This design comes from an exercise in tuning for small area and a short achievable clock period on the open sky130 flow, not from production work. At most, simulation tests tie the RTL to the original design; equivalence was not proved. The clock port is modelled as an ideal driver; clocking choices that lean on that would not hold on a real chip. No activity file was given, so power comes from the tool's default toggle rates.

Setup of run G:
==> flow/design.v <==
`timescale 1ns / 1ps
module top_module(
    input clk,
    input rst,
    input [15:0] sw,
    input btnC,
    output reg [6:0] seg,
    output reg [3:0] an,
    output reg bitti,
    output [1:0] p
    );
    reg btnC_prev;
    reg s0, sira, p0, p1;
    reg s1;              
    reg arm;             
    reg [15:0] sayi0, sayi1;
    reg [15:0] m;
    assign p = {p1, p0};
    wire gir = btnC & ~btnC_prev;
    wire cmp = btnC & arm;
    wire [15:0] tah_n = ~(sw & {16{s1}});
    wire [15:0] sa;
    mux16 smux(.sel(sira), .a(sayi0), .b(sayi1), .y(sa));
    wire [15:0] m_n;
    match_matrix mm(.g_n(tah_n), .s(sa), .m(m_n));
    always @(posedge clk) begin
        if (rst) begin
            btnC_prev <= 1'b0;
            s0 <= 1'b0;
            p0 <= 1'b1;
            s1 <= 1'b0;
            sira <= 1'b0;
            p1 <= 1'b1;
            arm <= 1'b0;
        end else begin
            btnC_prev <= btnC;
            arm <= ~btnC & s0 & ~bitti;
            if (gir) begin
                s0 <= 1'b1;
                if (s0) begin
                    p0 <= 1'b0;
                    s1 <= 1'b1;
                end
                sira <= ~sira;
            end
            if (cmp) p1 <= ~sira;
        end
    end
    wire win = btnC & arm & ~rst;
    wire bitti_n;
    win_set ws(.keep(bitti & ~rst), .win(win), .d({m_n[15], m_n[10], m_n[5], m_n[0]}), .y(bitti_n));
    always @(posedge clk)
        bitti <= bitti_n;
    always @(posedge clk) begin
        if (!s0) sayi0 <= sw;
        if (!s1) sayi1 <= sw;
        if (cmp) m <= m_n;
    end
    wire [3:0] v;
    digit_sel ds(.m(m), .s1(s1), .an(an), .v(v));
    wire [6:0] seg_n;
    hex7 hx(.v(v), .seg(seg_n));
    always @(posedge clk) begin
        if (rst) begin
            an <= 4'b1111;
            seg <= 7'b000_0000;
        end else begin
            an <= {an[2:0], an[3] & ~&an[2:0]};
            seg <= seg_n;
        end
    end
endmodule
module mux16(
    input sel,
    input [15:0] a,
    input [15:0] b,
    output [15:0] y
    );
    assign y = sel ? a : b;
endmodule
module match_matrix(
    input [15:0] g_n,
    input [15:0] s,
    output [15:0] m
    );
    genvar i, j;
    generate
        for (i = 0; i < 4; i = i + 1) begin : gi
            for (j = 0; j < 4; j = j + 1) begin : gj
                eq4 e(.a_n(g_n[4*i +: 4]), .b(s[4*j +: 4]), .y(m[4*i+j]));
            end
        end
    endgenerate
endmodule
module eq4(
    input [3:0] a_n,
    input [3:0] b,
    output y
    );
    assign y = a_n == ~b;
endmodule
module digit_sel(
    input [15:0] m,
    input s1,
    input [3:0] an,
    output reg [3:0] v
    );
    function [1:0] fa(input x, input y, input z);
        fa = {(x & y) | (x & z) | (y & z), x ^ y ^ z};
    endfunction
    wire [1:0] d0 = fa(m[0], m[5], m[10]);
    wire b0 = d0[0] ^ m[15];
    wire e0 = d0[0] & m[15];
    wire [2:0] bull = {d0[1] & e0, d0[1] ^ e0, b0};
    wire [1:0] f0 = fa(m[1], m[2], m[3]);
    wire [1:0] f1 = fa(m[4], m[6], m[7]);
    wire [1:0] f2 = fa(m[8], m[9], m[11]);
    wire [1:0] f3 = fa(m[12], m[13], m[14]);
    wire [1:0] g0 = fa(f0[0], f1[0], f2[0]);
    wire [1:0] g1 = fa(f0[1], f1[1], f2[1]);
    wire c0 = g0[0] ^ f3[0];
    wire k0 = g0[0] & f3[0];
    wire [1:0] g2 = fa(g0[1], g1[0], f3[1]);
    wire c1, k1, h, c2, c3;
    g_xor2 x1(.a(g2[0]), .b(k0), .y(c1));
    g_and2 a1(.a(g2[0]), .b(k0), .y(k1));
    g_xor2 x2(.a(g1[1]), .b(g2[1]), .y(h));
    g_xor2 x3(.a(h), .b(k1), .y(c2));
    g_maj3 j3(.a(g1[1]), .b(g2[1]), .c(k1), .y(c3));
    wire [3:0] cow = {c3, c2, c1, c0};
    always @(*)
        if (!an[0]) v = 4'hC;
        else if (!an[1]) v = s1 ? {1'b0, bull} : 4'h0;
        else if (!an[2]) v = 4'hB;
        else v = s1 ? cow : 4'h0;
endmodule
module hex7(
    input [3:0] v,
    output [6:0] seg
    );
    assign seg[0] = (~v[3] & ~v[2] & ~v[1]) | (v[3] & v[2]) | (v[2] & v[1] & v[0]);
    assign seg[1] = (~v[3] & ~v[2] & v[0]) | (~v[3] & ~v[2] & v[1]) | (~v[3] & v[1] & v[0]);
    assign seg[2] = (~v[3] & v[0]) | (~v[1] & v[0]) | (~v[3] & v[2] & ~v[1]);
    assign seg[3] = (v[3] & v[1] & ~v[0]) | (v[2] & v[1] & v[0]) | (~v[3] & v[2] & ~v[1] & ~v[0]) | (~v[3] & ~v[2] & ~v[1] & v[0]);
    assign seg[4] = (v[3] & v[2]) | (~v[3] & ~v[2] & v[1] & ~v[0]);
    assign seg[5] = (v[3] & v[2]) | (v[2] & v[1] & ~v[0]) | (v[3] & v[1] & v[0]) | (v[2] & ~v[1] & v[0]);
    assign seg[6] = (v[3] & v[1] & v[0]) | (~v[3] & v[2] & ~v[1] & ~v[0]) | (~v[3] & ~v[2] & ~v[1] & v[0]);
endmodule
module win_set(
    input keep,
    input win,
    input [3:0] d,
    output y
    );
    wire nd;
    g_nand4 n(.a(d), .y(nd));
    g_o21ai o(.a1(~win), .a2(nd), .b1(~keep), .y(y));
endmodule
module g_xor2(input a, input b, output y);
    assign y = a ^ b;
endmodule
module g_and2(input a, input b, output y);
    assign y = a & b;
endmodule
module g_maj3(input a, input b, input c, output y);
    assign y = (a & b) | (a & c) | (b & c);
endmodule
module g_nand4(input [3:0] a, output y);
    assign y = ~&a;
endmodule
module g_o21ai(input a1, input a2, input b1, output y);
    assign y = ~((a1 | a2) & b1);
endmodule
export LEC_CHECK = 0
export ABC_AREA = 0
export CAP_MARGIN = 20
export CORE_MARGIN = 2
export CORE_UTILIZATION = 70
export SLEW_MARGIN = 20
export SYNTH_HIERARCHICAL = 1
create_clock -name core_clock -period 12.5 [get_ports {clk}]
standard.sh (not shown) runs the stock make flow with config.mk's settings and CLKGATE_MAP_FILE= SYNTH_SCRIPT=/design/flow/synth_recipe.tcl, a recipe that flattens the netlist after the stock synthesis.
==> flow/flow/run.sh <==
#!/bin/bash
# ORFS layout with plain buffers on the ports, a small clock tree, and after
# clock tree synthesis a resizing pass (flow/post_cts.tcl) that trades slack
# for area and then sizes the critical paths up to a tighter target.
set -euo pipefail
here=$(pwd)
bash standard.sh synth > synth.log 2>&1
bash standard.sh \
  "BUFFER_PORTS_ARGS=-buffer_cell sky130_fd_sc_hd__buf_1" \
  "CTS_ARGS=-sink_clustering_enable -repair_clock_nets -dont_use_dummy_load" \
  "POST_CTS_TCL=$here/flow/post_cts.tcl" \
  finish > layout.log 2>&1
Other scripts of this flow, unchanged in this note and not shown: flow/flow/downsize.tcl, flow/flow/margin.txt, flow/flow/post_cts.tcl
What run D does differently from run G at the input level:
--- a/flow/design.v
+++ b/flow/design.v
@@ -113,17 +113,18 @@
     wire e0 = d0[0] & m[15];
     wire [2:0] bull = {d0[1] & e0, d0[1] ^ e0, b0};
     wire [1:0] f0 = fa(m[1], m[2], m[3]);
     wire [1:0] f1 = fa(m[4], m[6], m[7]);
     wire [1:0] f2 = fa(m[8], m[9], m[11]);
     wire [1:0] f3 = fa(m[12], m[13], m[14]);
-    wire [1:0] g0 = fa(f0[0], f1[0], f2[0]);
-    wire [1:0] g1 = fa(f0[1], f1[1], f2[1]);
+    wire [1:0] g0, g1, g2;
+    g_fa s0(.a(f0[0]), .b(f1[0]), .c(f2[0]), .s(g0[0]), .co(g0[1]));
+    g_fa s1a(.a(f0[1]), .b(f1[1]), .c(f2[1]), .s(g1[0]), .co(g1[1]));
     wire c0 = g0[0] ^ f3[0];
     wire k0 = g0[0] & f3[0];
-    wire [1:0] g2 = fa(g0[1], g1[0], f3[1]);
+    g_fa s2(.a(g0[1]), .b(g1[0]), .c(f3[1]), .s(g2[0]), .co(g2[1]));
     wire c1, k1, h, c2, c3;
     g_xor2 x1(.a(g2[0]), .b(k0), .y(c1));
     g_and2 a1(.a(g2[0]), .b(k0), .y(k1));
     g_xor2 x2(.a(g1[1]), .b(g2[1]), .y(h));
     g_xor2 x3(.a(h), .b(k1), .y(c2));
     g_maj3 j3(.a(g1[1]), .b(g2[1]), .c(k1), .y(c3));
@@ -153,12 +154,18 @@
     output y
     );
     wire nd;
     g_nand4 n(.a(d), .y(nd));
     g_o21ai o(.a1(~win), .a2(nd), .b1(~keep), .y(y));
 endmodule
+module g_fa(input a, input b, input c, output s, output co);
+    wire h;
+    g_xor2 x0(.a(a), .b(b), .y(h));
+    g_xor2 x1(.a(h), .b(c), .y(s));
+    g_maj3 j(.a(a), .b(b), .c(c), .y(co));
+endmodule
 module g_xor2(input a, input b, output y);
     assign y = a ^ b;
 endmodule
 module g_and2(input a, input b, output y);
     assign y = a & b;
 endmodule
## What came out
Run D — total power about 0.43% lower, run G as reference. Between run G and run D, the difference in net count reported at finish is negligible. Going from run G to run D, average footprint of a synthesized cell shrank slightly. Compared run D vs run G, and fraction of power consumed by the clock network is down in run D. Run D against run G: power share of the combinational group stayed essentially flat; area added between synthesis and finish climbed 0.28 points. | worst hold slack | lower: run G |. Run D ends up with a multi-input combinational cell count that is 5 higher than in run G.
For run D, only the layout was checked, not whether the RTL still works.

## what the ideal ports hide
Ports are ideal in the flow. The routed layouts listed here were re-timed in OpenROAD.
Step 1 sets driving cells, clkbuf_16 on the clock port and buf_2 on the other inputs (assumed; they add their load-dependent delay and slew).
Step 2 also shifts input and output timing later by t, the mid clock arrival at the registers, as if the neighbouring blocks saw the same clock.
Slacks: no drivers / after step 1 / after step 2; pairs: no drivers / after step 1.
run | t (ns) | setup slack, ns | hold slack, ns | clock arrival spread, ns | worst register clock-pin slew, ns
run G | 0.366 | 9.032 / 9.039 / 8.673 | 0.439 / 0.439 / 0.439 | 0.024 / 0.023 | 0.07 / 0.07
run D | 0.356 | 9.074 / 9.074 / 8.734 | 0.455 / 0.455 / 0.455 | 0.024 / 0.024 | 0.07 / 0.07
After both steps setup and hold are still met in every run listed. The setup slack of run G, which loses most, moves by +0.007 ns with the drivers and by -0.359 ns with both steps.
